Background: an optimization exercise with open tools, aiming at small area. Do not read the settings as production practice. Where RTL was checked, it was by simulation tests only, not by an equivalence proof against the original. No functional check of the RTL was part of run 7. Power is estimated from default activity; no workload was simulated.

==> flow/design.v <==
module tollboothcontroller (
    input clk, reset,
    input vehicle_detect,
    input rfid_present, rfid_valid, rfid_sufficient,
    input manual_coin, manual_card,
    input vehicle_passgate,
    input maintenance_mode,
    input updaterate,
    input [1:0] vehicle_class,
    input [7:0] rate_input,
    input reset_counters,
    output gateopen, gateclose,
    output [15:0] vehiclecount0, vehiclecount1, vehiclecount2,
    output [15:0] totalrevenue0, totalrevenue1, totalrevenue2,
    output [7:0] evasioncount
);
localparam [2:0] IDLE  = 3'd0,
                 READ  = 3'd1,
                 PAY   = 3'd2,
                 FAIL  = 3'd3,
                 WAIT  = 3'd7,
                 OPEN  = 3'd6,
                 EVA   = 3'd5,
                 MAINT = 3'd4;
reg [2:0] state, nextstate;
reg [7:0] tollrates0, tollrates1, tollrates2;
always @(*) begin
    case (state)
        IDLE:  nextstate = maintenance_mode ? MAINT : vehicle_detect ? READ : IDLE;
        READ:  nextstate = (rfid_present && rfid_valid && rfid_sufficient) ? PAY : FAIL;
        PAY:   nextstate = OPEN;
        FAIL:  nextstate = WAIT;
        WAIT:  nextstate = (manual_coin || manual_card) ? PAY : WAIT;
        OPEN:  nextstate = vehicle_passgate ? IDLE : OPEN;
        EVA:   nextstate = IDLE;
        default: nextstate = maintenance_mode ? MAINT : IDLE;
    endcase
    if (state != OPEN && vehicle_passgate)
        nextstate = EVA;
end
always @(posedge clk or posedge reset)
    if (reset) state <= IDLE;
    else       state <= nextstate;
assign gateopen  = (state == OPEN);
assign gateclose = ~gateopen;
wire pay = (state == PAY);
wire eva = (state == EVA);
wire c0 = (vehicle_class == 2'd0);
wire c1 = (vehicle_class == 2'd1);
wire c2 = (vehicle_class == 2'd2);
function [15:0] inc16;           
    input [15:0] q; input en;
    integer i; reg t;
    begin
        t = en;
        for (i = 0; i < 16; i = i + 1) begin
            inc16[i] = q[i] ^ t;
            t = q[i] & t;
        end
    end
endfunction
function [15:0] add16;           
    input [15:0] q; input [7:0] r; input en;
    integer i; reg t, c8; reg [7:0] b;
    begin
        b = r & {8{en}};
        t = 1'b0;
        for (i = 0; i < 8; i = i + 1) begin
            add16[i] = q[i] ^ b[i] ^ t;
            t = (q[i] & b[i]) | (q[i] & t) | (b[i] & t);
        end
        c8 = t;
        for (i = 8; i < 12; i = i + 1) begin
            add16[i] = q[i] ^ t;
            t = q[i] & t;
        end
        t = c8 & (&q[11:8]);
        for (i = 12; i < 16; i = i + 1) begin
            add16[i] = q[i] ^ t;
            t = q[i] & t;
        end
    end
endfunction
function [7:0] inc8;
    input [7:0] q; input en;
    integer i; reg t;
    begin
        t = en;
        for (i = 0; i < 8; i = i + 1) begin
            inc8[i] = q[i] ^ t;
            t = q[i] & t;
        end
    end
endfunction
wire inc0 = pay & c0, inc1 = pay & c1, inc2 = pay & c2;
reg v0, v1, v2, ve;
always @(posedge clk or posedge reset)
    if (reset) begin
        v0 <= 1'b0; v1 <= 1'b0; v2 <= 1'b0; ve <= 1'b0;
    end else begin
        v0 <= ~(reset_counters & c0 & ~pay);
        v1 <= ~(reset_counters & c1 & ~pay);
        v2 <= ~(reset_counters & c2 & ~pay);
        ve <= ~(reset_counters & ~eva);
    end
reg [15:0] vc0_q, vc1_q, vc2_q, tr0_q, tr1_q, tr2_q;
reg [7:0] ev_q;
assign vehiclecount0 = vc0_q & {16{v0}};
assign vehiclecount1 = vc1_q & {16{v1}};
assign vehiclecount2 = vc2_q & {16{v2}};
assign totalrevenue0 = tr0_q & {16{v0}};
assign totalrevenue1 = tr1_q & {16{v1}};
assign totalrevenue2 = tr2_q & {16{v2}};
assign evasioncount  = ev_q & {8{ve}};
always @(posedge clk) begin
    vc0_q <= inc16(vehiclecount0, inc0);
    vc1_q <= inc16(vehiclecount1, inc1);
    vc2_q <= inc16(vehiclecount2, inc2);
    tr0_q <= add16(totalrevenue0, tollrates0, inc0);
    tr1_q <= add16(totalrevenue1, tollrates1, inc1);
    tr2_q <= add16(totalrevenue2, tollrates2, inc2);
    ev_q  <= inc8(evasioncount, eva);
end
reg [7:0] rq0, rq1, rq2;
reg r0, r1, r2;
always @(posedge clk or posedge reset)
    if (reset) begin
        r0 <= 1'b0; r1 <= 1'b0; r2 <= 1'b0;
    end else begin
        if (updaterate && c0) r0 <= 1'b1;
        if (updaterate && c1) r1 <= 1'b1;
        if (updaterate && c2) r2 <= 1'b1;
    end
always @(posedge clk) begin
    if (updaterate && c0) rq0 <= rate_input;
    if (updaterate && c1) rq1 <= rate_input;
    if (updaterate && c2) rq2 <= rate_input;
end
always @(*) begin
    tollrates0 = r0 ? rq0 : 8'd50;
    tollrates1 = r1 ? rq1 : 8'd100;
    tollrates2 = r2 ? rq2 : 8'd150;
end
endmodule
==> flow/flow/run.sh <==
#!/bin/bash
# The standard layout, with the smallest buffer (buf_1) on each port and a
# clock tree of clkbuf_4 without dummy loads.
set -euo pipefail
CTS="-sink_clustering_enable -repair_clock_nets -buf_list sky130_fd_sc_hd__clkbuf_4 -dont_use_dummy_load"
bash standard.sh "BUFFER_PORTS_ARGS=-buffer_cell sky130_fd_sc_hd__buf_1" "CTS_ARGS=$CTS" finish > standard.log 2>&1
==> flow/standard.sh <==
#!/bin/bash
# synth_recipe.tcl (not shown) runs the flow's synth.tcl, then flattens the netlist and writes it again
# the make line also repeats each setting of config.mk as NAME=value (left out here)
make -C /OpenROAD-flow-scripts/flow DESIGN_CONFIG=/design/flow/config.mk WORK_HOME=/design/flow/orfs CLKGATE_MAP_FILE= SYNTH_SCRIPT=/design/flow/synth_recipe.tcl "${@:-finish}"
==> flow/config.mk <==
export PLATFORM = sky130hd
export DESIGN_NAME = tollboothcontroller
export DESIGN_NICKNAME = tollboothcontroller
export VERILOG_FILES = /design/flow/design.v
export SDC_FILE = /design/flow/constraint.sdc
export NUM_CORES = 4
export LEC_CHECK = 0
export CAP_MARGIN = 0
export CORE_MARGIN = 2
export CORE_UTILIZATION = 50
export SLEW_MARGIN = 0
==> flow/constraint.sdc <==
create_clock -name core_clock -period 5.0 [get_ports {clk}]
set_input_delay 1.0000 -clock core_clock [delete_from_list [all_inputs] [get_ports {clk}]]
set_output_delay 1.0000 -clock core_clock [all_outputs]
set_load 0.01 [all_outputs]
==> summary.md, run 1 <==
| Metric | Value |
|---|---|
| Sw frac | about a quarter |
| CTS clk-pin slew, worst paths | about 0.12 ns |
| Post-Syn Area | 5665 sq um |
| Primary FF master, synth | dfxtp_1 |
| Total GRT Usage | between 10% and 20% |
| Reg2Reg Launch Point | state[2] |
| Static Leak | between 3 and 4 nW |
| Min-delay worst type | in2async |
| Pin count of the biggest net entering global routing | 22 |
| Relative max-transition margin | 72.61% |
| Synth cell types | 29 |
| Ports | 128 |
| Skew final | around 0.031 ns |
| Initial DRT Pass Iterations | 4 |
| First-pass GRT wire length | 16.09 mm |
| Gate count after technology mapping | 448 |
| Peak supply drop | between 0.15 and 0.2 mV |
| # port buffers | 127 |
| F_max | 210.1 MHz |
| Max-Cap Viols | 0 |
| Filler instances | ~950 |
| Die H | 110.4 um |
| R2R Path End | tr1_q[15] |
| N_diodes | 0 |
| Mean post-synth cell area | between 10 and 15 sq um |
| Resized cells post-CTS | 0 |
| Hold_buf cts | 0 |
| Final number of hold-violating endpoints | 0 |
| Final min period | around 4.8 ns |
| Tcrit/Tclk final | 95.18% |
| R2R depth | 19 |
| Initial Util | between 50% and 60% |
| Ys Warns | 1 |
| Cell Int Power | 1.388 mW |
| CP startpoint kind | input port |
| Fin. max-slew vios | 0 |
| Mean routed wirelength per cell | between 10 and 15 um |
| Post-synthesis register bit count | 138 |
| TritonCTS Buffers | 17 |
| Reg-to-reg slack, setup | ~0.44 ns |
| Postcts setup bufs | 0 |
| H-tree depth | 4 |
| Initial antenna violation count | 0 |
| Measured slew at the worst slew-check pin | between 0.4 and 0.5 ns |
| Critical Path RT | 5.40 ns |
| Insertion delay to the later sink of the worst-skew pair | 0.53 ns |
| Sequential share of the synthesized area | 53.89% |
| Crit Path Max Fanout | 5 |
| Switching Power | 0.4259 mW |
| Minimum setup slack after placement | -0.3026 ns |
| Clk buf depth | 2 |
| Clock Power Share | 26.2% |
| Power share of the sequential group | between 60 and 70% |
| Comb power frac | 7.9% |
| Total grt overflow | 0 |
| Critical path class | in2reg |
| Root buf cell | clkbuf_4 |
| RSZ-0062 raised after global routing | no |
| RePlAce Congestion | approximately 0.8 |
| DRT antenna net count | 0 |
| Cell Rows | 38 |
| Crit end category | flip-flop |
| Status | no timing/DRC/antenna violations |
| Full die area | 12200 sq um |
| Power Dens Cells | 278.8 nW/um^2 |
| Vias in the first global route | approximately 3500 |
| Finish-stage setup viols | 0 |
| Detailed-route DRC error count | 0 |
| Fin nets | 710 |
| Post-DP HPWL | 7.242 mm |
| DR vias | between 3000 and 4000 |
| Post-Layout Cell Count | approximately 730 |
| Signal arrival time at the worst endpoint | 5.16 ns |
| Routed vias/inst | approximately 4.7 |
| Post-Route WL | 9.382 mm |
| CTS sink cnt | 138 |
| Core ar. | around 11000 sq um |
| Placed Instances | 715 |
| Die width | about 110 um |
| DR iter-0 viols | 119 |
| CTS tree | built |
| Setup WS post-layout | ~0.24 ns |
| Area grow syn2layout | 14.82% |
| Post-synth EDFFs | 24 |
| Ys async rst share | 7.246% |
| Fraction of final layout cells with drive strength greater than 1 | 8.615% |
==> through the flow <==
step	power (mW)	cell area (sq um)	TNS [ns]	hold slack, ns	utilization [%]
final	1.814	6505	0	0.4249	59.49
after global placement	1.363	6377	-1.050	0.4747	58.32
after CTS	1.849	6505	0	0.3934	59.49
after detailed placement	1.367	6377	-2.010	0.4771	58.32
after floorplan	1.310	5703	-0.02160	0.4537	-
after global routing	1.915	6505	0	0.3989	59.49
==> critical path: stages <==
cell and delay [ns]:
buf_1 0.10, nor2b_1 0.16, and3_2 0.25, and2_1 0.16, ha_1 0.19, fa_1 0.39, inv_1 0.09, fa_1 0.17
inv_1 0.05, fa_2 0.35, fa_2 0.35, fa_2 0.37, fa_2 0.35, fa_2 0.36, nand4_1 0.10, nor2_1 0.04
ha_1 0.17, ha_1 0.17, ha_1 0.19, xor2_1 0.16
==> final cells by class <==
class | instances | area (sq um) | share of cell area (%)
Inverter | 24 | 90.09 | 1.385
Sequential cell | 138 | 3053 | 46.93
Clock buffer | 17 | 127.6 | 1.962
Timing Repair Buffer | 139 | 566.8 | 8.713
Multi-Input combinational cell | 274 | 2492 | 38.32
Tap cell | 140 | 175.2 | 2.693
==> state kept, by name, summed over array words and instances, names as in the netlist <==
register / flops
ev_q: 8
r0: 1
r1: 1
r2: 1
rq0: 8
rq1: 8
rq2: 8
state: 3
tr0_q: 16
tr1_q: 16
tr2_q: 16
v0: 1
v1: 1
v2: 1
vc0_q: 16
vc1_q: 16
vc2_q: 16
ve: 1
==> layer usage <==
layer | vias up | GRT usage, % | wire length (um)
met5 | - | 0 | 0
met4 | 0 | 8.083 | 204
met3 | 15 | 6.915 | 674
met2 | 100 | 25.60 | 4221
met1 | 1578 | 20.52 | 4282
li1 | 1764 | - | -
==> kinds of logic (layout without fill, tap and decap cells) <==
family | Yosys count | after routing | synth area share (%)
simple gates | 152 | 152 | 16.30
flops | 138 | 138 | 53.89
fa+ha+maj | 94 | 94 | 23.54
buf+inv | 36 | 180 | 2.783
compound gates | 18 | 18 | 1.944
xor+xnor | 10 | 10 | 1.546
==> synthesized netlist by cell type (4+ instances only) <==
cell type  instances  area (sq um)
and2_1           111         694.4
dfxtp_1          104          2082
ha_1              73         913.4
edfxtp_1          24         720.7
inv_1             24         90.09
fa_1              21         420.4
dfrtp_1           10         250.2
nand2_1           10         37.54
xor2_1            10         87.58
clkbuf_1           9         33.78
nor2_1             7         26.28
a21oi_1            5         25.02
o21a_1             5         37.54
o21ai_0            5         25.02
and3_1             4         25.02
==> worst max-delay path by stage <==
| stage | start | to | slack [ns] |
|---|---|---|---|
| 2_1_floorplan | vehicle_class[1] | tr2_q[15] | -0.02 |
| 3_3_place_gp | vehicle_class[0] | tr1_q[15] | -0.23 |
| 3_5_place_dp | vehicle_class[0] | tr1_q[15] | -0.30 |
| 4_1_cts | vehicle_class[0] | tr1_q[15] | 0.26 |
| 5_1_grt | vehicle_class[0] | tr1_q[15] | 0.06 |
| 6_report | vehicle_class[0] | tr1_q[15] | 0.24 |
==> power by group through the flow <==
| stage | clock network [mW] | registers (mW) | logic [mW] |
|---|---|---|---|
| CTS | 0.506 | 1.20 | 0.147 |
| floorplan | 0 | 1.21 | 0.0972 |
| detailed placement | 0 | 1.22 | 0.147 |
| global route | 0.547 | 1.20 | 0.166 |
| global placement | 0 | 1.22 | 0.144 |
| finish | 0.476 | 1.19 | 0.143 |
==> layout by cell type, fill, tap and decap left out <==
cell / instances
o21ai_0: 5
nand3_1: 3
xor2_1: 10
fa_2: 15
o31ai_1: 1
nand2_1: 10
o22ai_1: 1
nor3b_1: 1
and3_1: 4
nor2b_1: 3
buf_4: 12
nor3_1: 1
clkbuf_4: 17
nor2_1: 7
nand4_1: 3
fa_1: 6
dfxtp_1: 104
a41oi_1: 1
a21oi_1: 5
buf_1: 127
and3_2: 2
nand3b_1: 2
nor3b_4: 1
o21a_1: 5
dfrtp_1: 10
edfxtp_1: 24
inv_1: 24
and2_2: 1
and2_1: 111
or2_2: 3
ha_1: 73
==> run 2, diff against run 1 <==
--- a/flow/config.mk
+++ b/flow/config.mk
@@ -7,5 +7,5 @@
 export LEC_CHECK = 0
 export CAP_MARGIN = 0
 export CORE_MARGIN = 2
-export CORE_UTILIZATION = 50
+export CORE_UTILIZATION = 40
 export SLEW_MARGIN = 0
==> run 2 against run 1 <==
Effect of this change: sequential power about the same; clock power about the same; sequential cell count unchanged; register-to-register slack got worse by 0.11 ns; via count increased by 1.6%; sequential share of layout area decreased by 0.25 points; first-iteration DRC count increased by 43%; utilization decreased by 12 points; worst hold slack improved by 0.034 ns; critical endpoint unchanged; largest cell class unchanged.
==> summary.md, run 2 <==
| Metric | Value |
|---|---|
| Status | no timing/DRC/antenna violations |
| Most frequent cells in the layout | 127 x buf_1, 111 x and2_1, 104 x dfxtp_1 |
| Fraction of final layout cells with drive strength greater than 1 | approximately 8.3% |
| Crit Path Max Fanout | 5 |
| List of most frequent post-synthesis cells | 111 x and2_1, 104 x dfxtp_1, 73 x ha_1 |
| Worst path cell trace | buf_1, nor2b_1, and3_2, and2_1, ha_1, fa_1, inv_1, fa_1, inv_1, fa_2, fa_2, fa_2, fa_2, fa_2, nand4_1, nor2_1, ha_1, ha_1, ha_1, xor2_1 |
| DR vias | about 3500 |
| Measured slew at the worst slew-check pin | 0.4292 ns |
| Routed vias/inst | 4.560 |
| Gate count after technology mapping | ~450 |
| Yosys top cell by area | dfxtp_1 |
| Critical Path RT | approximately 5.4 ns |
| Final number of hold-violating endpoints | 0 |
| Peak supply drop | 0.1446 mV |
| First-pass GRT wire length | 16.19 mm |
| Fin. max-slew vios | 0 |
| Resized cells post-CTS | 0 |
| Setup WS post-layout | between 0.2 and 0.25 ns |
| Root buf cell | clkbuf_4 |
| Skew final | 0.03000 ns |
| Die width | about 120 um |
| Detailed-route DRC error count | 0 |
| Largest cells by area after synthesis | dfxtp_1 37%, ha_1 16%, edfxtp_1 13% |
| Vias in the first global route | between 3000 and 4000 |
| # port buffers | 127 |
| Setup TNS | 0 ns |
| N_diodes | 0 |
| Finish-stage setup viols | 0 |
| Signal arrival time at the worst endpoint | 5.15 ns |
| Ports | 128 |
| Sequential share of the synthesized area | 53.89% |
| Crit end category | flip-flop |
| Post-DP HPWL | around 7.8 mm |
| RePlAce Congestion | 0.7833 |
| Mean routed wirelength per cell | 13.01 um |
| Ys async rst share | 7.246% |
| Hold_buf cts | 0 |
| Min-delay worst type | in2async |
| CTS sink cnt | 138 |
| Initial DRT Pass Iterations | 4 |
| CP Launch Point | vehicle_class[0] |
| Pin count of the biggest net entering global routing | 32 |
| Post-Route WL | 10.02 mm |
| Core ar. | 13880 sq um |
| Synth cell types | 29 |
| Relative max-transition margin | a little under three quarters |
| CP peak stage delay | 0.38 ns |
| Area grow syn2layout | 15.44% |
| Die H | 123.0 um |
| Cell Rows | 43 |
| Post-Syn Area | 5665 sq um |
| CP startpoint kind | input port |
| Reg2Reg Launch Point | state[0] |
| Static Leak | approximately 3.2 nW |
| DR iter-0 viols | 170 |
| Placed Instances | roughly 750 |
| Post-synth EDFFs | 24 |
| Clk buf depth | 2 |
| Postcts setup bufs | 0 |
| Mean post-synth cell area | 12.65 sq um |
| Initial antenna violation count | 0 |
| DRT antenna net count | 0 |
| Initial Util | 40.81% |
| Power Dens Cells | between 200 and 300 nW/um^2 |
| Most numerous cell in the Yosys netlist | and2_1 |
| Fin nets | 708 |
| F_max | about 210 MHz |
| Full die area | 15130 sq um |
| Max-Cap Viols | 0 |
| Insertion delay to the later sink of the worst-skew pair | around 0.53 ns |
| Most used cell, CP | fa_2 |
| Slowest-stage cell, CP | fa_1 |
| H-tree depth | 4 |
| TritonCTS Buffers | 17 |
| Tcrit/Tclk final | 95.12% |
| Total GRT Usage | 14.25% |
| CTS clk-pin slew, worst paths | 0.09 ns |
| Minimum setup slack after placement | -0.2858 ns |
| RSZ-0062 raised after global routing | no |
| CTS tree | built |
| Commonest non-fill, non-tap cell in the layout | buf_1 |
| Total grt overflow | 0 |
| Synth top area share | a little under two fifths |
| Critical path class | in2reg |
| Post-Layout Cell Count | 770 |
| Final min period | roughly 4.8 ns |
| Post-synthesis register bit count | 138 |
| Ys Warns | 1 |
| Primary FF master, synth | dfxtp_1 |
## run 2: cell counts after synthesis
Identical to the previous run, type by type.
## run 2: critical path: cells and delay by family
kind	cells	cell delay [ns]
adders and majority gates	11	3.05
and+or+nand+nor	5	0.69
buffers and inverters	3	0.24
xor gates and xnor gates	1	0.16
## run 2: cells by family (layout without fill, tap and decap cells)
family                     count (synthesis)  count (layout)  share of synthesized area [%]
AOI/OAI and AO/OA                         18              18                          1.944
xor gates and xnor gates                  10              10                          1.546
adders and majority gates                 94              94                          23.54
buffers and inverters                     36             178                          2.783
DFF                                      138             138                          53.89
and+or+nand+nor                          152             152                          16.30
## run 2: cell type report
type | count | area, sq um
clock buffers | 17 | 127.6
multi-input cells | 274 | 2492
well taps | 180 | 225.2
flip-flops and latches | 138 | 3053
repair buffers | 137 | 551.8
inverters | 24 | 90.09
fillers | 1358 | 7341
## run 2: worst paths after layout
kind	end	slack, ns	depth (start not counted)
max	tr1_q[15]	0.24	20
min reg2reg	r1	0.53	1
max in group asynchronous	r2	4.24	2
max reg2reg	tr1_q[15]	0.33	19
min in group core_clock	r1	0.53	1
min	ve	0.46	2
## run 2: through the flow
step	instance area, sq um	util, %	power (mW)	hold slack, ns
floorplan	5703	-	1.310	0.4537
global placement	6412	46.20	1.359	0.4886
detailed placement	6412	46.20	1.367	0.5127
CTS	6540	47.12	1.853	0.4307
global route	6540	47.12	1.918	0.4282
finish	6540	47.12	1.810	0.4594
## run 2: routing by layer
layer | vias to the layer above | track usage [%] | share of wire [%]
met5 | - | 0 | 0
met4 | 0 | 6.605 | 1.7
met3 | 14 | 5.443 | 7.0
met2 | 87 | 23.07 | 47
met1 | 1651 | 16.75 | 44
li1 | 1759 | - | -
## run 2: power breakdown
part	total, mW	switching, mW	internal [mW]
combinational	0.139	0.0867	0.0523
sequential	1.20	0.0195	1.18
clock	0.474	0.319	0.155
==> run 3, diff against run 2 <==
--- a/flow/config.mk
+++ b/flow/config.mk
@@ -7,5 +7,6 @@
 export LEC_CHECK = 0
 export CAP_MARGIN = 0
 export CORE_MARGIN = 2
-export CORE_UTILIZATION = 40
+export CORE_UTILIZATION = 60
+export GPL_TIMING_DRIVEN = 0
 export SLEW_MARGIN = 0
==> run 3 against run 2 <==
Effect of this change: register-to-register slack got worse by 0.04 ns; largest power group unchanged; via count decreased by 1.0%; critical path type unchanged; combinational power rose by 5%; global-route usage up 4.8 points.
==> summary.md, run 3 <==
| Metric | Value |
|---|---|
| Full die area | 10240 sq um |
| Power Dens Cells | between 200 and 300 nW/um^2 |
| Most frequent cells in the layout | 127 x buf_1, 111 x and2_1, 104 x dfxtp_1 |
| RePlAce Congestion | about 0.8 |
| Peak supply drop | roughly 0.19 mV |
| Signal arrival time at the worst endpoint | 5.17 ns |
| Commonest non-fill, non-tap cell in the layout | buf_1 |
| Skew final | 0.04417 ns |
| Die H | 101.2 um |
| Post-Layout Cell Count | 702 |
| Crit Path Max Fanout | 5 |
| Detailed-route DRC error count | 0 |
| Largest cells by area after synthesis | dfxtp_1 37%, ha_1 16%, edfxtp_1 13% |
| Insertion delay to the later sink of the worst-skew pair | between 0.5 and 0.6 ns |
| Most numerous cell in the Yosys netlist | and2_1 |
| CTS sink cnt | 138 |
| DR vias | 3476 |
| Ys async rst share | between 7 and 8% |
| TritonCTS Buffers | 17 |
| First-pass GRT wire length | approximately 15 mm |
| Gate count after technology mapping | between 400 and 500 |
| DR iter-0 viols | around 110 |
| Postcts setup bufs | 0 |
| Crit end category | flip-flop |
| Vias in the first global route | 3352 |
| Post-Route Utilization | 70.10% |
| Static Leak | ~3.2 nW |
| Synth top area share | 36.75% |
| Post-synthesis register bit count | roughly 140 |
| Post-Route WL | 9.046 mm |
| Critical Path RT | approximately 5.4 ns |
| List of most frequent post-synthesis cells | 111 x and2_1, 104 x dfxtp_1, 73 x ha_1 |
| Mean routed wirelength per cell | 12.89 um |
| Min-delay worst type | in2async |
| Post-synth EDFFs | 24 |
| Relative max-transition margin | 60.04% |
| Reg2Reg Launch Point | state[1] |
| Sequential share of the synthesized area | 53.89% |
| RSZ-0062 raised after global routing | no |
| Area grow syn2layout | 13.78% |
| Placed Instances | 686 |
| Ys Warns | 1 |
| Max-Cap Viols | 0 |
| Fraction of final layout cells with drive strength greater than 1 | 7.107% |
| Critical path class | in2reg |
| Total grt overflow | 0 |
| Initial DRT Pass Iterations | 4 |
| Mean post-synth cell area | about 13 sq um |
| Clk buf depth | 2 |
| CP Launch Point | vehicle_class[0] |
| R2R Path End | tr2_q[15] |
| Fin. max-slew vios | 0 |
| R2R depth | 21 |
| Measured slew at the worst slew-check pin | 0.5993 ns |
| CP startpoint kind | input port |
| Yosys top cell by area | dfxtp_1 |
| Total GRT Usage | roughly a fifth |
| H-tree depth | 4 |
| Status | no timing/DRC/antenna violations |
| Fin nets | approximately 710 |
| CTS tree | built |
| CTS clk-pin slew, worst paths | 0.10 ns |
| F_max | about 210 MHz |
| Final number of hold-violating endpoints | 0 |
| Tcrit/Tclk final | 95.91% |
| DRT antenna net count | 0 |
| Core ar. | between 9000 and 10000 sq um |
| Initial Util | 61.61% |
| Final min period | 4.796 ns |
| Primary FF master, synth | dfxtp_1 |
| Ports | 128 |
| Synth cell types | 29 |
| # port buffers | between 100 and 150 |
| Critical path endpoint | tr1_q[15] |
| Root buf cell | clkbuf_4 |
| Initial antenna violation count | 0 |
| Pin count of the biggest net entering global routing | 17 |
| Cell Rows | 35 |
| Finish-stage setup viols | 0 |
| Post-Syn Area | 5665 sq um |
| Reg-to-reg slack, setup | around 0.29 ns |
| Die width | a little over 100 um |
| N_diodes | 0 |
| Routed vias/inst | a little under 5 |
| Hold_buf cts | 0 |
| Post-DP HPWL | 7.113 mm |
-- run 3: cell counts after synthesis --
No cell type changed its count.
-- run 3: layout make-up --
| cell class | instances | area, sq um |
|---|---|---|
| sequential | 138 | 3053 |
| clock buffer | 17 | 127.6 |
| multi-input combinational | 274 | 2496 |
| timing repair buffer | 127 | 476.7 |
| tap | 111 | 138.9 |
| buffer | 11 | 63.81 |
| inverter | 24 | 90.09 |
| fill | 713 | 2750 |
-- run 3: critical path, stage by stage --
cell     delay, ns
buf_1         0.09
nor2b_1       0.17
and3_2        0.25
and2_1        0.17
ha_1          0.19
fa_1          0.38
inv_1         0.08
fa_1          0.16
inv_1         0.06
fa_2          0.35
fa_2          0.35
fa_2          0.36
fa_2          0.35
fa_2          0.36
nand4_1       0.10
nor2_1        0.05
ha_1          0.18
ha_1          0.18
ha_1          0.18
xor2_1        0.16
-- run 3: worst min path at each step --
stage | from | to | cells after the start
6_report | reset | ve | 2
5_1_grt | reset | state[1] | 2
4_1_cts | reset | ve | 2
3_5_place_dp | r1 | r1 | 1
3_3_place_gp | r1 | r1 | 1
2_1_floorplan | r1 | r1 | 1
-- run 3: power by group --
part	switching, mW	internal [mW]	total, mW
clock network	0.315	0.156	0.471
registers	0.0154	1.18	1.19
logic	0.0909	0.0550	0.146
-- run 3: through the flow --
| step | total power [mW] | worst slack [ns] | hold slack [ns] | setup TNS, ns | area, sq um |
|---|---|---|---|---|---|
| 6_report | 1.810 | 0.2045 | 0.4569 | 0 | 6446 |
| 3_5_place_dp | 1.367 | -0.3359 | 0.4807 | -2.802 | 6319 |
| 2_1_floorplan | 1.310 | -0.02160 | 0.4537 | -0.02160 | 5703 |
| 3_3_place_gp | 1.359 | -0.2874 | 0.4756 | -1.867 | 6319 |
| 5_1_grt | 1.897 | 0.03525 | 0.4745 | 0 | 6446 |
| 4_1_cts | 1.833 | 0.1923 | 0.4453 | 0 | 6446 |
-- run 3: kinds of logic (layout without fill, tap and decap cells) --
family | Yosys count | in the layout | share of synthesized area [%]
xor+xnor | 10 | 10 | 1.546
flops | 138 | 138 | 53.89
simple gates | 152 | 152 | 16.30
fa+ha+maj | 94 | 94 | 23.54
buf+inv | 36 | 179 | 2.783
compound gates | 18 | 18 | 1.944
-- run 3: routing by layer --
layer / global-route usage [%] / part of all wire (%) / routed length (um)
met5: 0 / 0 / 0
met2: 31.23 / 47 / 4290
met3: 5.659 / 7.0 / 633
met4: 8.004 / 1.4 / 127
met1: 23.66 / 44 / 3995
-- run 3: timing repair --
item	CTS	global route
endpoints found under the hold margin	0	0
resized for setup	0	1
endpoints found under the setup margin	0	1
==> run 4, diff against run 3 <==
--- a/flow/config.mk
+++ b/flow/config.mk
@@ -9,4 +9,5 @@
 export CORE_MARGIN = 2
 export CORE_UTILIZATION = 60
 export GPL_TIMING_DRIVEN = 0
+export SETUP_SLACK_MARGIN = -0.3
 export SLEW_MARGIN = 0
==> run 4 against run 3 <==
Effect of this change: the layout now fails its checks (setup timing); area after synthesis is the same; die area is the same; routed wire length grew 1.8%; combinational power is essentially flat; non-clock buffer count is the same; critical endpoint unchanged; power shrank 0.38%; utilization shrank 0.29 points; sequential cell count is the same; worst hold slack lost 0.011 ns; sequential power is essentially flat.
==> summary.md, run 4 <==
| Metric | Value |
|---|---|
| Status | failed layout checks |
| Layout Check Fail Reasons | setup timing |
| H-tree depth | 4 |
| Hold WS | ~0.45 ns |
| Final number of hold-violating endpoints | 0 |
| Mean routed wirelength per cell | 13.12 um |
| Ports | between 100 and 150 |
| Synth top area share | roughly 37% |
| Crit end category | flip-flop |
| Peak supply drop | 0.1971 mV |
| Post-synth EDFFs | 24 |
| CP startpoint kind | input port |
| Most used cell, CP | fa_1 |
| N_diodes | 0 |
| Die width | 101.2 um |
| First-pass GRT wire length | around 15 mm |
| Sequential share of the synthesized area | between 50% and 60% |
| Max-Cap Viols | 0 |
| Ys async rst share | 7.246% |
| Largest cells by area after synthesis | dfxtp_1 37%, ha_1 16%, edfxtp_1 13% |
| Finish-stage setup viols | 2 |
| Worst path cell trace | buf_1, nor2b_1, and3_2, and2_1, ha_1, fa_1, inv_1, fa_1, inv_1, fa_1, fa_2, fa_1, fa_1, fa_2, nand4_1, nor2_1, ha_1, ha_1, ha_1, xor2_1 |
| Measured slew at the worst slew-check pin | 0.6202 ns |
| Post-DP HPWL | 7.331 mm |
| Crit Path Max Fanout | 5 |
| Vias in the first global route | around 3400 |
| Slowest-stage cell, CP | fa_1 |
| Tcrit/Tclk final | 101.7% |
| Xor and xnor area share after synthesis | 1.546% |
| Synth cell types | 29 |
| Yosys top cell by area | dfxtp_1 |
| Skew final | 0.04048 ns |
| Clk buf depth | 2 |
| CTS tree | built |
| Synth Area in Simple Gates | 16.30% |
| Full die area | 10240 sq um |
| Gate count after technology mapping | between 400 and 500 |
| Fraction of final layout cells with drive strength greater than 1 | 5.584% |
| Initial DRT Pass Iterations | 4 |
| Detailed-route DRC error count | 0 |
| Core ar. | 9196 sq um |
| DR vias | 3524 |
| Post-Synth Adder-Cell Area | 23.54% |
| Total grt overflow | 0 |
| Power Dens Cells | between 200 and 300 nW/um^2 |
| Synth Area in Compound Gates | 1.943% |
| DRT antenna net count | 0 |
| Routed vias/inst | approximately 5.0 |
| Ys Warns | 1 |
| Area grow syn2layout | 13.32% |
| Resized cells post-CTS | 0 |
| Setup TNS | -0.1489 ns |
| Main combinational cell family by area after synthesis | adder cells |
| List of most frequent post-synthesis cells | 111 x and2_1, 104 x dfxtp_1, 73 x ha_1 |
| Mux cell area share after synthesis | 0% |
| Relative max-transition margin | 58.66% |
| Most frequent cells in the layout | 127 x buf_1, 111 x and2_1, 104 x dfxtp_1 |
| F_max | 196.7 MHz |
| RePlAce Congestion | about 0.81 |
| Critical path class | in2reg |
| Post-Syn Area | 5665 sq um |
| Pin count of the biggest net entering global routing | 17 |
| Setup WS post-layout | -0.08450 ns |
| Initial antenna violation count | 0 |
| Fin. max-slew vios | 0 |
| Buffers and inverters on the worst path | 3 |
| Cell Rows | 35 |
| Postcts setup bufs | 0 |
| Critical Path RT | 5.37 ns |
| CP Launch Point | vehicle_class[0] |
| # port buffers | 127 |
| Commonest non-fill, non-tap cell in the layout | buf_1 |
| Signal arrival time at the worst endpoint | 5.46 ns |
| Fin nets | 709 |
| Min-delay worst type | in2async |
| TritonCTS Buffers | 17 |
| CP top delay family | adder cells |
| Post-synthesis register bit count | about 140 |
| Root buf cell | clkbuf_4 |
| Primary FF master, synth | dfxtp_1 |
| Reg2Reg Launch Point | state[1] |
| DR iter-0 viols | 61 |
| CP peak stage delay | roughly 0.43 ns |
| Insertion delay to the later sink of the worst-skew pair | roughly 0.5 ns |
| Most numerous cell in the Yosys netlist | and2_1 |
| CTS sink cnt | 138 |
| Final min period | 5.085 ns |
| Initial Util | 61.61% |
| Post-Route WL | 9.211 mm |
| Total GRT Usage | 19.13% |
| Mean post-synth cell area | 12.65 sq um |
| Static Leak | 3.205 nW |
| CTS clk-pin slew, worst paths | 0.12 ns |
| Hold_buf cts | 0 |
| Die H | 101.2 um |
run 4: layer usage:
| layer | vias to the layer above | wire, um | global-route usage (%) |
|---|---|---|---|
| li1 | 1767 | - | - |
| met1 | 1649 | 4082 | 23.06 |
| met2 | 96 | 4347 | 31.74 |
| met3 | 12 | 660 | 6.832 |
| met4 | 0 | 120 | 7.173 |
| met5 | - | 0 | 0 |
run 4: through the flow:
stage               total power [mW]  std cells  util (%)  instance area (sq um)  worst slack [ns]
global placement               1.358        686     68.38                   6289           -0.6088
detailed placement             1.366        686     68.38                   6289           -0.6889
global route                   1.889        702     69.81                   6420           -0.2798
CTS                            1.828        703     69.77                   6416           -0.2080
finish                         1.803        702     69.81                   6420          -0.08450
floorplan                      1.309        448         -                   5673           -0.3005
run 4: where the power goes:
part	switching, mW	internal, mW	total [mW]	leakage, nW
logic	0.0906	0.0541	0.145	1.97
clock network	0.310	0.156	0.465	0.0782
registers	0.0151	1.18	1.19	1.16
run 4: cell families (layout without fill, tap and decap cells):
| kind of cell | count (synthesis) | in the layout |
|---|---|---|
| DFF | 138 | 138 |
| adders and majority gates | 94 | 94 |
| AOI/OAI and AO/OA | 18 | 18 |
| and+or+nand+nor | 152 | 152 |
| buffers and inverters | 36 | 179 |
| xor gates and xnor gates | 10 | 10 |
run 4: final cells by class:
class	instances	area, sq um
fill	750	2776
clock buffer	17	127.6
buffer	11	63.81
timing repair buffer	127	476.7
tap	111	138.9
sequential	138	3053
multi-input combinational	274	2470
inverter	24	90.09
run 4: final timing paths:
path	endpoint	slack, ns	depth (start not counted)
setup / recovery	tr1_q[15]	-0.08	20
hold / removal	ve	0.45	2
setup reg to reg	tr2_q[15]	-0.03	21
hold reg to reg	r1	0.50	1
max in group asynchronous	r2	4.23	2
min in group core_clock	r1	0.50	1
run 4: worst reg2reg max path, cell delays in order, from the launching register on:
cell and delay [ns]:
dfrtp_1 0.39, buf_6 0.13, nor3b_4 0.16, and2_1 0.17
buf_6 0.13, and3_1 0.18, ha_1 0.19, fa_1 0.38
inv_1 0.08, fa_1 0.16, inv_1 0.05, fa_1 0.41
fa_2 0.37, fa_1 0.42, fa_2 0.38, fa_1 0.44
nand4_1 0.11, nor2_1 0.05, ha_1 0.18, ha_1 0.18
ha_1 0.18, xor2_1 0.15
==> run 5, diff against run 4 <==
--- a/flow/config.mk
+++ b/flow/config.mk
@@ -8,6 +8,5 @@
 export CAP_MARGIN = 0
 export CORE_MARGIN = 2
 export CORE_UTILIZATION = 60
-export GPL_TIMING_DRIVEN = 0
 export SETUP_SLACK_MARGIN = -0.3
 export SLEW_MARGIN = 0
==> run 5 against run 4 <==
Effect of this change: count of clock-buffer cells in the layout is the same; the layout still fails its checks (setup timing); synthesized cell count stayed put; register-to-register slack improved by 0.14 ns; worst setup slack improved by 0.037 ns; final cell count is 0.14% higher; clock power rose by 1%; power up 0.40%; critical path depth unchanged.
==> summary.md, run 5 <==
| Metric | Value |
|---|---|
| Fin. max-slew vios | 0 |
| Setup WS post-layout | -0.04792 ns |
| Post-synth EDFFs | 24 |
| Clk buf depth | 2 |
| Vias in the first global route | ~3500 |
| Fin nets | 710 |
| Initial DRT Pass Iterations | 4 |
| TritonCTS Buffers | 17 |
| Crit Path Max Fanout | 5 |
| Routed vias/inst | between 5 and 6 |
| Hold WS | 0.4383 ns |
| Total grt overflow | 0 |
| CTS tree | built |
| Setup TNS | -0.04792 ns |
| Synth top area share | 36.75% |
| Finish-stage setup viols | 1 |
| Measured slew at the worst slew-check pin | 0.4346 ns |
| Cell Rows | 35 |
| Total GRT Usage | between 20% and 30% |
| Post-Route Utilization | around 70% |
| Post-Syn Area | 5665 sq um |
| Reg2Reg Launch Point | state[2] |
| Crit end category | flip-flop |
| Sequential share of the synthesized area | 53.89% |
| Reg-to-reg slack, setup | about 0.11 ns |
| Commonest non-fill, non-tap cell in the layout | buf_1 |
| Peak supply drop | 0.1594 mV |
| Insertion delay to the later sink of the worst-skew pair | 0.51 ns |
| Most numerous cell in the Yosys netlist | and2_1 |
| Layout Check Fail Reasons | setup timing |
| F_max | 198.1 MHz |
| Yosys top cell by area | dfxtp_1 |
| DR iter-0 viols | 60 |
| Primary FF master, synth | dfxtp_1 |
| Filler instances | 727 |
| Critical path class | in2reg |
| Final number of hold-violating endpoints | 0 |
| Synth cell types | 29 |
| Relative max-transition margin | 71.03% |
| Mean routed wirelength per cell | 13.58 um |
| R2R depth | 19 |
| Tot Pwr | between 1.5 and 2 mW |
| R2R Path End | tr1_q[15] |
| Full die area | roughly 10000 sq um |
| Pin count of the biggest net entering global routing | 31 |
| Detailed-route DRC error count | 0 |
| List of most frequent post-synthesis cells | 111 x and2_1, 104 x dfxtp_1, 73 x ha_1 |
| Ys async rst share | around 7.2% |
| Max-Cap Viols | 0 |
| Static Leak | 3.241 nW |
| Minimum setup slack after placement | -0.6333 ns |
| RePlAce Congestion | 0.7904 |
| Critical Path RT | between 5 and 6 ns |
| Ys Warns | 1 |
| CP startpoint kind | input port |
| Die width | between 100 and 150 um |
| Post-Layout Cell Count | 703 |
| Power Dens Cells | 281.0 nW/um^2 |
| Placed Instances | 686 |
| Initial antenna violation count | 0 |
| Status | failed layout checks |
| Final min period | 5.048 ns |
| Skew final | about 0.043 ns |
| DRT antenna net count | 0 |
| # port buffers | 127 |
| CTS sink cnt | 138 |
| Post-Route WL | 9.549 mm |
| Min-delay worst type | in2async |
| Die H | 101.2 um |
| Fraction of final layout cells with drive strength greater than 1 | 6.757% |
| DR vias | ~3500 |
| N_diodes | 0 |
| Ports | 128 |
| Initial Util | 61.61% |
| Gate count after technology mapping | 448 |
| Final instance area | 6441 sq um |
| Root buf cell | clkbuf_4 |
| Post-DP HPWL | 7.456 mm |
| Largest cells by area after synthesis | dfxtp_1 37%, ha_1 16%, edfxtp_1 13% |
| Mean post-synth cell area | 12.65 sq um |
| Area grow syn2layout | 13.69% |
| Core ar. | slightly above 9000 sq um |
| H-tree depth | 4 |
| Area of placed instances | 6311 sq um |
| Most frequent cells in the layout | 127 x buf_1, 111 x and2_1, 104 x dfxtp_1 |
| Tcrit/Tclk final | 101.0% |
| Post-synthesis register bit count | between 100 and 150 |
| CTS clk-pin slew, worst paths | ~0.10 ns |
| Signal arrival time at the worst endpoint | about 5.4 ns |
| First-pass GRT wire length | 15.89 mm |
## run 5: cell counts after synthesis
Identical to the previous run, type by type.
## run 5: cell type report
class,instances,area (sq um),area share [%]
clock buffers,17,127.6,1.981
well taps,111,138.9,2.156
repair buffers,139,566.8,8.800
flip-flops and latches,138,3053,47.40
multi-input cells,274,2465,38.27
inverters,24,90.09,1.399
## run 5: logic make-up after synthesis
| family | Yosys count | share of synthesized area [%] |
|---|---|---|
| compound gates | 18 | 1.944 |
| xor+xnor | 10 | 1.546 |
| fa+ha+maj | 94 | 23.54 |
| buf+inv | 36 | 2.783 |
| flops | 138 | 53.89 |
| simple gates | 152 | 16.30 |
## run 5: how the worst max path moves through the flow
stage                          start        end  depth (start not counted)  slack, ns
global route        vehicle_class[0]  tr1_q[15]                         20      -0.25
global placement    vehicle_class[0]  tr1_q[15]                         20      -0.54
detailed placement  vehicle_class[0]  tr1_q[15]                         20      -0.63
finish              vehicle_class[0]  tr1_q[15]                         20      -0.05
CTS                 vehicle_class[0]  tr1_q[15]                         20      -0.10
floorplan           vehicle_class[1]  tr2_q[15]                         20      -0.30
## run 5: worst max-delay path, stage by stage
cell	delay (ns)
buf_1	0.09
nor2b_1	0.14
and3_2	0.24
and2_1	0.16
ha_1	0.20
fa_1	0.41
inv_1	0.10
fa_1	0.17
inv_1	0.06
fa_1	0.42
fa_2	0.38
fa_1	0.42
fa_1	0.43
fa_2	0.39
nand4_1	0.10
nor2_1	0.04
ha_1	0.17
ha_1	0.18
ha_1	0.18
xor2_1	0.16
## run 5: report_power, final
part / internal, mW / switching (mW) / total (mW)
clock: 0.155 / 0.316 / 0.471
combinational: 0.0547 / 0.0892 / 0.144
sequential: 1.18 / 0.0171 / 1.20
## run 5: per-layer routing
metal | vias to the layer above | GRT usage [%] | wire, um
met5 | - | 0 | 0
met4 | 0 | 6.549 | 122
met3 | 15 | 7.246 | 601
met2 | 99 | 33.11 | 4625
met1 | 1645 | 25.29 | 4199
li1 | 1766 | - | -
## run 5: repair_timing
action                                  4_1_cts  5_1_grt
setup buffers                                 0        0
endpoints found under the setup margin        0        1
hold buffers                                  0        0
gates resized for setup                       0        1
==> run 6, diff against run 5 <==
--- a/flow/config.mk
+++ b/flow/config.mk
@@ -8,5 +8,4 @@
 export CAP_MARGIN = 0
 export CORE_MARGIN = 2
 export CORE_UTILIZATION = 60
-export SETUP_SLACK_MARGIN = -0.3
 export SLEW_MARGIN = 0
==> run 6 against run 5 <==
Effect of this change: now clean on timing, DRC and antenna; register-to-register slack better by 0.20 ns; global-route usage is 0.69 points lower; worst hold slack better by 0.015 ns; first-iteration DRC count is 67% higher; largest cell class unchanged.
==> summary.md, run 6 <==
| Metric | Value |
|---|---|
| Power Dens Cells | 279.8 nW/um^2 |
| Mean routed wirelength per cell | between 10 and 15 um |
| Post-Route WL | about 9.2 mm |
| Status | no timing/DRC/antenna violations |
| Min-delay worst type | in2async |
| RSZ-0062 raised after global routing | no |
| Largest cells by area after synthesis | dfxtp_1 37%, ha_1 16%, edfxtp_1 13% |
| Root buf cell | clkbuf_4 |
| DRT antenna net count | 0 |
| Max-Cap Viols | 0 |
| Primary FF master, synth | dfxtp_1 |
| R2R depth | 19 |
| Most numerous cell in the Yosys netlist | and2_1 |
| CP startpoint kind | input port |
| Full die area | 10240 sq um |
| Commonest non-fill, non-tap cell in the layout | buf_1 |
| Die H | ~100 um |
| Post-Route Utilization | 70.10% |
| List of most frequent post-synthesis cells | 111 x and2_1, 104 x dfxtp_1, 73 x ha_1 |
| Initial Util | about three fifths |
| CTS clk-pin slew, worst paths | 0.11 ns |
| Critical Path RT | 5.38 ns |
| Worst path cell trace | buf_1, nor2_1, and3_2, and2_1, ha_1, fa_1, inv_1, fa_1, inv_1, fa_2, fa_2, fa_2, fa_2, fa_2, nand4_1, nor2_1, ha_1, ha_1, ha_1, xor2_1 |
| CP peak stage delay | 0.38 ns |
| Fin. max-slew vios | 0 |
| Crit end category | flip-flop |
| Core ar. | roughly 9200 sq um |
| Setup TNS | 0 ns |
| F_max | 210.1 MHz |
| Peak supply drop | ~0.17 mV |
| Resized cells post-CTS | 0 |
| Yosys top cell by area | dfxtp_1 |
| CTS sink cnt | 138 |
| Mean post-synth cell area | 12.65 sq um |
| Synth cell types | 29 |
| DR iter-0 viols | 100 |
| Cell Rows | 35 |
| Sequential share of the synthesized area | between 50% and 60% |
| Initial antenna violation count | 0 |
| Final number of hold-violating endpoints | 0 |
| Pin count of the biggest net entering global routing | 22 |
| Ports | 128 |
| DR vias | 3457 |
| Post-DP HPWL | 7.249 mm |
| Critical path class | in2reg |
| Crit Path Max Fanout | 5 |
| # port buffers | 127 |
| Gate count after technology mapping | 448 |
| Ys async rst share | about 7.2% |
| First-pass GRT wire length | 15.23 mm |
| Postcts setup bufs | 0 |
| Reg2Reg Launch Point | state[0] |
| Routed vias/inst | 4.939 |
| Detailed-route DRC error count | 0 |
| Skew final | 0.04422 ns |
| Area grow syn2layout | 13.78% |
| Relative max-transition margin | 73.39% |
| CTS tree | built |
| Finish-stage setup viols | 0 |
| Static Leak | 3.198 nW |
| Final min period | 4.760 ns |
| Ys Warns | 1 |
| N_diodes | 0 |
| Fraction of final layout cells with drive strength greater than 1 | 8.149% |
| H-tree depth | 4 |
| Insertion delay to the later sink of the worst-skew pair | 0.50 ns |
| Fin nets | roughly 700 |
| Initial DRT Pass Iterations | 4 |
| Synth top area share | 36.75% |
| Total GRT Usage | 19.57% |
| Reg-to-reg slack, setup | between 0.3 and 0.4 ns |
| Measured slew at the worst slew-check pin | 0.3988 ns |
| RePlAce Congestion | 0.7932 |
| Clk buf depth | 2 |
| Post-synthesis register bit count | 138 |
| TritonCTS Buffers | 17 |
| Total grt overflow | 0 |
| Slowest-stage cell, CP | fa_1 |
| Signal arrival time at the worst endpoint | 5.14 ns |
| Most used cell, CP | fa_2 |
| Post-synth EDFFs | 24 |
| Die width | around 100 um |
| Post-Syn Area | 5665 sq um |
| Vias in the first global route | 3428 |
| R2R Path End | tr0_q[15] |
| Hold_buf cts | 0 |
| Most frequent cells in the layout | 127 x buf_1, 111 x and2_1, 104 x dfxtp_1 |
| Tcrit/Tclk final | ~95% |
## run 6: layout make-up
type	count	area (sq um)
clock buffers	17	127.6
fillers	725	2750
inverters	24	90.09
multi-input cells	274	2492
flip-flops and latches	138	3053
well taps	111	138.9
repair buffers	136	544.3
## run 6: cell families after synthesis
| group | synth area share, % |
|---|---|
| adders and majority gates | 23.54 |
| AOI/OAI and AO/OA | 1.944 |
| buffers and inverters | 2.783 |
| xor gates and xnor gates | 1.546 |
| and+or+nand+nor | 16.30 |
| DFF | 53.89 |
## run 6: per-layer routing
metal	up-vias	share of wire [%]	global-route usage, %
met3	9	6.7	7.315
met1	1607	44	23.66
met2	89	48	32.20
li1	1752	-	-
met4	0	0.87	7.173
met5	-	0	0
## run 6: worst max-delay path by stage
stage | start | end | depth (start not counted)
after floorplan | vehicle_class[1] | tr2_q[15] | 20
after global placement | vehicle_class[0] | tr1_q[15] | 20
after detailed placement | vehicle_class[0] | tr0_q[15] | 20
after CTS | vehicle_class[0] | tr0_q[15] | 20
after global routing | state[0] | tr0_q[15] | 19
final | vehicle_class[1] | tr0_q[15] | 20
## run 6: through the flow
stage | area (sq um) | setup slack (ns) | hold slack [ns] | power, mW | instances
after floorplan | 5703 | -0.02160 | 0.4537 | 1.310 | 448
after global placement | 6319 | -0.2206 | 0.4741 | 1.357 | 683
after detailed placement | 6319 | -0.2790 | 0.4903 | 1.364 | 683
after CTS | 6446 | 0.2737 | 0.4277 | 1.828 | 700
after global routing | 6446 | 0.07434 | 0.4478 | 1.893 | 700
final | 6446 | 0.2403 | 0.4532 | 1.804 | 700
## run 6: worst max-delay path: cells and delay by family
kind          cells  cell delay, ns
xor+xnor          1            0.15
fa+ha+maj        11            3.13
buf+inv           3            0.25
simple gates      5            0.60
## run 6: report_power, final
group | switching [mW] | total, mW | internal [mW]
combinational | 0.0842 | 0.137 | 0.0523
clock | 0.313 | 0.468 | 0.156
sequential | 0.0212 | 1.20 | 1.18
==> run 7, diff against run 6 <==
--- a/flow/design.v
+++ b/flow/design.v
@@ -75,7 +75,12 @@
             t = q[i] & t;
         end
         t = c8 & (&q[11:8]);
-        for (i = 12; i < 16; i = i + 1) begin
+        for (i = 12; i < 14; i = i + 1) begin
+            add16[i] = q[i] ^ t;
+            t = q[i] & t;
+        end
+        t = c8 & (&q[13:8]);
+        for (i = 14; i < 16; i = i + 1) begin
             add16[i] = q[i] ^ t;
             t = q[i] & t;
         end
==> run 7 against run 6 <==
Effect of this change: still clean on timing, DRC and antenna; worst hold slack better by 0.014 ns; maximum frequency down 0.59%; sequential share of layout area down 0.13 points; routed wire length up 0.69%; critical path depth down 2; final area up 0.31%; critical endpoint is now tr0_q[11]; largest cell class unchanged; highest routed layer unchanged.
==> summary.md, run 7 <==
| Metric | Value |
|---|---|
| Status | no timing/DRC/antenna violations |
| Core ar. | 9196 sq um |
| Skew final | approximately 0.043 ns |
| Post-Syn Area | 5663 sq um |
| Fraction of final layout cells with drive strength greater than 1 | 8.432% |
| Routed vias/inst | 4.966 |
| RePlAce Congestion | between 0.7 and 0.8 |
| CTS tree | built |
| Max-Cap Viols | 0 |
| Critical path class | in2reg |
| Initial DRT Pass Iterations | 4 |
| Initial antenna violation count | 0 |
| Most numerous cell in the Yosys netlist | and2_1 |
| R2R Path End | tr0_q[11] |
| Crit end category | flip-flop |
| Mean post-synth cell area | around 13 sq um |
| Mean routed wirelength per cell | around 13 um |
| Die H | 101.2 um |
| Post-synthesis register bit count | about 140 |
| Gate count after technology mapping | around 450 |
| Cell Rows | 35 |
| Comb power frac | a little over an eighth |
| Crit Path Max Fanout | 3 |
| TritonCTS Buffers | 17 |
| Root buf cell | clkbuf_4 |
| Synth cell types | 32 |
| # port buffers | 127 |
| Area grow syn2layout | 14.18% |
| Min-delay worst type | in2async |
| Insertion delay to the later sink of the worst-skew pair | 0.49 ns |
| Total grt overflow | 0 |
| Total GRT Usage | 19.16% |
| Most frequent cells in the layout | 127 x buf_1, 111 x and2_1, 104 x dfxtp_1 |
| DR vias | 3496 |
| N_diodes | 0 |
| Yosys top cell by area | dfxtp_1 |
| List of most frequent post-synthesis cells | 111 x and2_1, 104 x dfxtp_1, 70 x ha_1 |
| Clock Power Share | 23.3% |
| Relative max-transition margin | 68.77% |
| Post-Route WL | between 9 and 10 mm |
| DRT antenna net count | 0 |
| Post-synth EDFFs | 24 |
| Commonest non-fill, non-tap cell in the layout | buf_1 |
| Die width | 101.2 um |
| Switching Power | 0.5112 mW |
| Tcrit/Tclk final | 95.76% |
| Setup TNS | 0 ns |
| Power share of the sequential group | between 60% and 70% |
| Sw frac | 25.74% |
| F_max | 208.9 MHz |
| Resized cells post-CTS | 0 |
| Largest cells by area after synthesis | dfxtp_1 37%, ha_1 15%, edfxtp_1 13% |
| Final number of hold-violating endpoints | 0 |
| Primary FF master, synth | dfxtp_1 |
| Fin nets | 708 |
| Reg-to-reg slack, setup | between 0.2 and 0.25 ns |
| Signal arrival time at the worst endpoint | 5.13 ns |
| Ys async rst share | under 10% |
| Sequential share of the synthesized area | 53.91% |
| First-pass GRT wire length | 15.17 mm |
| Synth top area share | a little under two fifths |
| Ports | 128 |
| Initial Util | 61.58% |
| R2R depth | 17 |
| Reg2Reg Launch Point | state[1] |
| RSZ-0062 raised after global routing | no |
| Fin. max-slew vios | 0 |
| Static Leak | 3.224 nW |
| Cell Int Power | around 1.5 mW |
| Pin count of the biggest net entering global routing | 32 |
| Postcts setup bufs | 0 |
| Critical Path RT | 5.34 ns |
| Tot Pwr | 1.986 mW |
| Filler instances | 717 |
| Post-DP HPWL | between 7 and 8 mm |
| Full die area | 10230 sq um |
| DR iter-0 viols | 114 |
| H-tree depth | 4 |
| Final min period | 4.788 ns |
| Hold_buf cts | 0 |
| Ys Warns | 1 |
| Clk buf depth | 2 |
| Peak supply drop | 0.2021 mV |
| Finish-stage setup viols | 0 |
| CTS sink cnt | 138 |
| Detailed-route DRC error count | 0 |
| CTS clk-pin slew, worst paths | roughly 0.11 ns |
| Power Dens Cells | around 310 nW/um^2 |
| Measured slew at the worst slew-check pin | 0.4626 ns |
| Vias in the first global route | roughly 3500 |
| CP startpoint kind | input port |
==> run 7: cell types whose count changed after synthesis, sizes merged, moves of 2 or more <==
cell   previous run  this run
and3              6         9
ha               73        70
nand2            10         8
nand3             3         5
o21ai             5         2
xor2             10        13
==> run 7: cells by family (layout without fill, tap and decap cells) <==
group                    after synthesis  after routing  synth area share [%]
AO/OA/AOI/OAI                         16             16                 1.878
AND/OR/NAND/NOR                      155            155                 16.66
adder cells (fa/ha/maj)               91             91                 22.89
buffers and inverters                 36            180                 2.651
flip-flops                           138            138                 53.91
XOR/XNOR                              13             13                 2.011
==> run 7: power groups by stage <==
stage          Sequential (mW)  Combinational, mW  Clock, mW
5_1_grt                   1.27              0.303      0.517
4_1_cts                   1.26              0.272      0.487
3_3_place_gp              1.28              0.259          0
6_report                  1.26              0.263      0.463
3_5_place_dp              1.28              0.269          0
2_1_floorplan             1.27              0.186          0
==> run 7: layout make-up <==
class,instances,area (sq um),share of cell area (%)
clock buffers,17,127.6,1.974
inverters,25,93.84,1.451
multi-input cells,275,2492,38.54
flip-flops and latches,138,3054,47.23
well taps,111,138.9,2.148
repair buffers,138,559.3,8.649
==> run 7: worst max-delay path by stage <==
| stage | start | end | slack (ns) | cells past startpoint |
|---|---|---|---|---|
| finish | vehicle_class[0] | tr0_q[11] | 0.21 | 18 |
| global route | state[1] | tr0_q[11] | 0.03 | 17 |
| CTS | state[1] | tr0_q[11] | 0.18 | 17 |
| detailed placement | vehicle_class[0] | tr0_q[11] | -0.29 | 18 |
| global placement | vehicle_class[0] | tr1_q[11] | -0.17 | 18 |
| floorplan | vehicle_class[1] | tr2_q[11] | -0.02 | 18 |
==> run 7: metal layers <==
metal | global-route usage, % | up-vias | wire length [um]
li1 | - | 1765 | -
met1 | 22.89 | 1630 | 3944
met2 | 32.96 | 94 | 4605
met3 | 6.418 | 7 | 631
met4 | 5.821 | 0 | 69
met5 | 0 | - | 0
==> run 7: per-stage QoR <==
step	area, sq um	utilization (%)	hold slack, ns	setup slack [ns]	cells
after floorplan	5695	-	0.4537	-0.02381	449
after global placement	6337	68.91	0.4765	-0.1703	687
after detailed placement	6337	68.91	0.4895	-0.2941	687
after CTS	6465	70.30	0.4444	0.1809	704
after global routing	6466	70.31	0.4668	0.02875	704
final	6466	70.31	0.4668	0.2119	704
==> run 7: critical path, cell delays in order <==
cell	delay [ns]
buf_1	0.11
nor2_1	0.07
and3_2	0.21
and2_1	0.16
ha_1	0.20
fa_1	0.38
inv_1	0.08
fa_1	0.17
inv_1	0.05
fa_1	0.41
fa_2	0.38
fa_2	0.38
fa_2	0.37
fa_1	0.44
ha_1	0.20
ha_1	0.18
ha_1	0.19
xor2_1	0.15
==> run 8, diff against run 7 <==
--- a/flow/design.v
+++ b/flow/design.v
@@ -75,12 +75,7 @@
             t = q[i] & t;
         end
         t = c8 & (&q[11:8]);
-        for (i = 12; i < 14; i = i + 1) begin
-            add16[i] = q[i] ^ t;
-            t = q[i] & t;
-        end
-        t = c8 & (&q[13:8]);
-        for (i = 14; i < 16; i = i + 1) begin
+        for (i = 12; i < 16; i = i + 1) begin
             add16[i] = q[i] ^ t;
             t = q[i] & t;
         end
==> flow/flow/run.sh (replaced) <==
#!/bin/bash
# The standard layout, with the smallest buffer (buf_1) on each port and a
# clock tree of clkbuf_4 without dummy loads.
set -euo pipefail
CTS="-sink_clustering_enable -repair_clock_nets -buf_list sky130_fd_sc_hd__clkbuf_4 -dont_use_dummy_load"
bash standard.sh "BUFFER_PORTS_ARGS=-buffer_cell sky130_fd_sc_hd__buf_1" "CTS_ARGS=$CTS" REMOVE_ABC_BUFFERS=1 finish > standard.log 2>&1
==> run 8 against run 7 <==
Effect of this change: first-iteration DRC count is 19% lower; power fell by 9.0%; area after synthesis barely moved; sequential cell count did not move; sequential share of layout area shrank 0.10 points; final area up 0.17%; routed wire length down 0.48%; count of clock-buffer cells in the layout did not move; worst setup slack worse by 0.062 ns; synthesized cell count shrank 0.22%; sequential power is 6% lower; clock power up 2%; highest routed layer unchanged.
==> summary.md, run 8 <==
| Metric | Value |
|---|---|
| Tcrit/Tclk final | roughly 97% |
| Filler instances | 720 |
| Hold WS | 0.4367 ns |
| Mean post-synth cell area | approximately 13 sq um |
| Post-DP HPWL | just over 7 mm |
| Status | no timing/DRC/antenna violations |
| Most numerous cell in the Yosys netlist | and2_1 |
| Post-synth EDFFs | 24 |
| Final number of hold-violating endpoints | 0 |
| Fin nets | a little over 700 |
| Post-Syn Area | 5665 sq um |
| Switching Power | 0.4184 mW |
| Largest cells by area after synthesis | dfxtp_1 37%, ha_1 16%, edfxtp_1 13% |
| Power share of the sequential group | 66.0% |
| Initial Util | 61.61% |
| Core ar. | 9196 sq um |
| Cell Int Power | around 1.4 mW |
| Fin. max-slew vios | 0 |
| Total grt overflow | 0 |
| Ports | between 100 and 150 |
| Peak supply drop | 0.1756 mV |
| Die width | 101.2 um |
| Worst path cell trace | buf_1, nor2_1, and3_2, and2_1, ha_1, fa_1, inv_1, fa_1, inv_1, fa_2, fa_2, fa_2, fa_2, fa_1, nand4_1, nor2_1, ha_1, ha_1, ha_1, xor2_1 |
| Tot Pwr | about 1.8 mW |
| CP peak stage delay | 0.43 ns |
| Sw frac | 23.15% |
| DR iter-0 viols | 92 |
| Post-Layout Cell Count | between 700 and 800 |
| Power Dens Cells | 279.0 nW/um^2 |
| CTS clk-pin slew, worst paths | 0.12 ns |
| First-pass GRT wire length | 15.08 mm |
| Post-Route WL | 9.206 mm |
| Relative max-transition margin | ~72% |
| Skew final | between 0.04 and 0.05 ns |
| DR vias | ~3500 |
| Ys Warns | 1 |
| Synth cell types | 29 |
| Cell Rows | 35 |
| Root buf cell | clkbuf_4 |
| DRT antenna net count | 0 |
| Clock Power Share | a little over a quarter |
| Critical Path RT | 5.37 ns |
| Yosys top cell by area | dfxtp_1 |
| N_diodes | 0 |
| Post-Route Utilization | 70.44% |
| Final instance area | 6477 sq um |
| Pin count of the biggest net entering global routing | 32 |
| CTS tree | built |
| Crit end category | flip-flop |
| CP startpoint kind | input port |
| Gate count after technology mapping | 448 |
| Measured slew at the worst slew-check pin | 0.4165 ns |
| # port buffers | 127 |
| Commonest non-fill, non-tap cell in the layout | buf_1 |
| Routed vias/inst | approximately 5.0 |
| Placed Instances | about 700 |
| Crit Path Max Fanout | 3 |
| Primary FF master, synth | dfxtp_1 |
| Hold_buf cts | 0 |
| F_max | 206.2 MHz |
| Initial DRT Pass Iterations | 4 |
| Post-synthesis register bit count | 138 |
| Min-delay worst type | in2async |
| Mean routed wirelength per cell | 13.06 um |
| Initial antenna violation count | 0 |
| RSZ-0062 raised after global routing | no |
| CTS sink cnt | around 140 |
| Area of placed instances | 6319 sq um |
| Static Leak | 3.234 nW |
| Postcts setup bufs | 0 |
| Area grow syn2layout | 14.33% |
| Comb power frac | 8.0% |
| List of most frequent post-synthesis cells | 111 x and2_1, 104 x dfxtp_1, 73 x ha_1 |
| Slowest-stage cell, CP | fa_1 |
| Ys async rst share | 7.246% |
| Total GRT Usage | between 10% and 20% |
| Full die area | between 10000 and 15000 sq um |
| H-tree depth | 4 |
| Final min period | 4.850 ns |
| Detailed-route DRC error count | 0 |
| Synth top area share | 36.75% |
| Buffers and inverters on the worst path | 3 |
| RePlAce Congestion | 0.8562 |
| Die H | 101.2 um |
| Sequential share of the synthesized area | 53.89% |
| Clk buf depth | 2 |
| Fraction of final layout cells with drive strength greater than 1 | 8.586% |
| Most frequent cells in the layout | 126 x buf_1, 111 x and2_1, 104 x dfxtp_1 |
| Critical path class | in2reg |
| Insertion delay to the later sink of the worst-skew pair | 0.50 ns |
| Finish-stage setup viols | 0 |
| Max-Cap Viols | 0 |
| Signal arrival time at the worst endpoint | 5.22 ns |
| Vias in the first global route | 3437 |
| TritonCTS Buffers | 17 |
| CP top delay family | adder cells |
-- run 8: power groups by stage --
stage | Clock, mW | Sequential, mW | Combinational (mW)
after floorplan | 0 | 1.22 | 0.0793
after global placement | 0 | 1.22 | 0.141
after detailed placement | 0 | 1.22 | 0.146
after CTS | 0.488 | 1.19 | 0.147
after global routing | 0.530 | 1.20 | 0.168
final | 0.470 | 1.19 | 0.144
-- run 8: final timing paths --
kind | endpoint | slack, ns | startpoint | cells past startpoint
max | tr0_q[15] | 0.15 | vehicle_class[1] | 20
max in group asynchronous | v2 | 4.22 | reset | 2
min | ve | 0.44 | reset | 2
min in group core_clock | r1 | 0.50 | r1 | 1
min reg2reg | r1 | 0.50 | r1 | 1
max reg2reg | tr0_q[15] | 0.32 | state[1] | 19
-- run 8: what timing repair did --
| action | CTS | global route |
|---|---|---|
| pin swaps | 0 | 0 |
| gates resized for setup | 4 | 9 |
| setup endpoints to repair | 3 | 9 |
| hold endpoints to repair | 0 | 0 |
-- run 8: logic make-up after synthesis --
logic type / share of synthesized area (%)
compound gates: 1.944
fa+ha+maj: 23.54
simple gates: 16.30
buf+inv: 2.783
flops: 53.89
xor+xnor: 1.546
-- run 8: stage by stage --
step | setup WS, ns | setup TNS (ns)
after floorplan | -0.3533 | -2.867
after global placement | -0.5253 | -6.152
after detailed placement | -0.6190 | -8.288
after CTS | 0.02136 | 0
after global routing | 0.005373 | 0
final | 0.1499 | 0
-- run 8: area by class of cell --
cell class	count	area (sq um)	area share, %
clock buffer	17	127.6	1.970
tap	111	138.9	2.144
inverter	24	90.09	1.391
multi-input combinational	274	2485	38.36
timing repair buffer	141	583.1	9.001
sequential	138	3053	47.13
-- run 8: layer usage --
layer  vias up  global-route usage, %  share of wire (%)
li1       1764                      -                  -
met1      1650                  23.73                 44
met2       101                  31.23                 49
met3         8                  7.867                6.7
met4         0                  6.341               0.92
met5         -                      0                  0

port drivers added, routing unchanged:
How much do the figures lean on ideal ports? The routed layouts below were timed once more, with nothing changed but the port constraints. Step 1 (the two cells are an assumption about what drives the block):
set clk [get_ports {clk}]
set_driving_cell -lib_cell sky130_fd_sc_hd__clkbuf_16 $clk
set_driving_cell -lib_cell sky130_fd_sc_hd__buf_2 [delete_from_list [all_inputs] $clk]
Step 2, shift: input delay + t, output delay - t, t = (earliest + latest rising clock arrival at the registers) / 2. This alone moves slack from input paths to output paths. Slacks: ideal ports / drivers / drivers and shift; pairs: ideal ports / drivers.
| run | t, ns | slack for setup (ns) | worst setup path after step 2 | slew at the worst register clock pin (ns) |
|---|---|---|---|---|
| run 1 | 0.548 | 0.241 / 0.238 / -0.310 | input to register | 0.12 / 0.12 |
| run 2 | 0.538 | 0.244 / 0.238 / -0.299 | input to register | 0.12 / 0.12 |
| run 3 | 0.514 | 0.204 / 0.198 / -0.316 | input to register | 0.13 / 0.13 |
| run 4 | 0.512 | -0.085 / -0.088 / -0.600 | input to register | 0.12 / 0.12 |
| run 5 | 0.525 | -0.048 / -0.051 / -0.576 | input to register | 0.12 / 0.12 |
| run 6 | 0.514 | 0.240 / 0.222 / -0.292 | input to register | 0.11 / 0.11 |
| run 7 | 0.497 | 0.212 / 0.203 / -0.294 | input to register | 0.12 / 0.12 |
| run 8 | 0.514 | 0.150 / 0.125 / -0.389 | input to register | 0.12 / 0.12 |
Met with ideal ports but missed after step 2: setup timing in 6 of these runs. The setup slack of run 1, which loses most, moves by -0.003 ns with the drivers and by -0.551 ns with both steps.
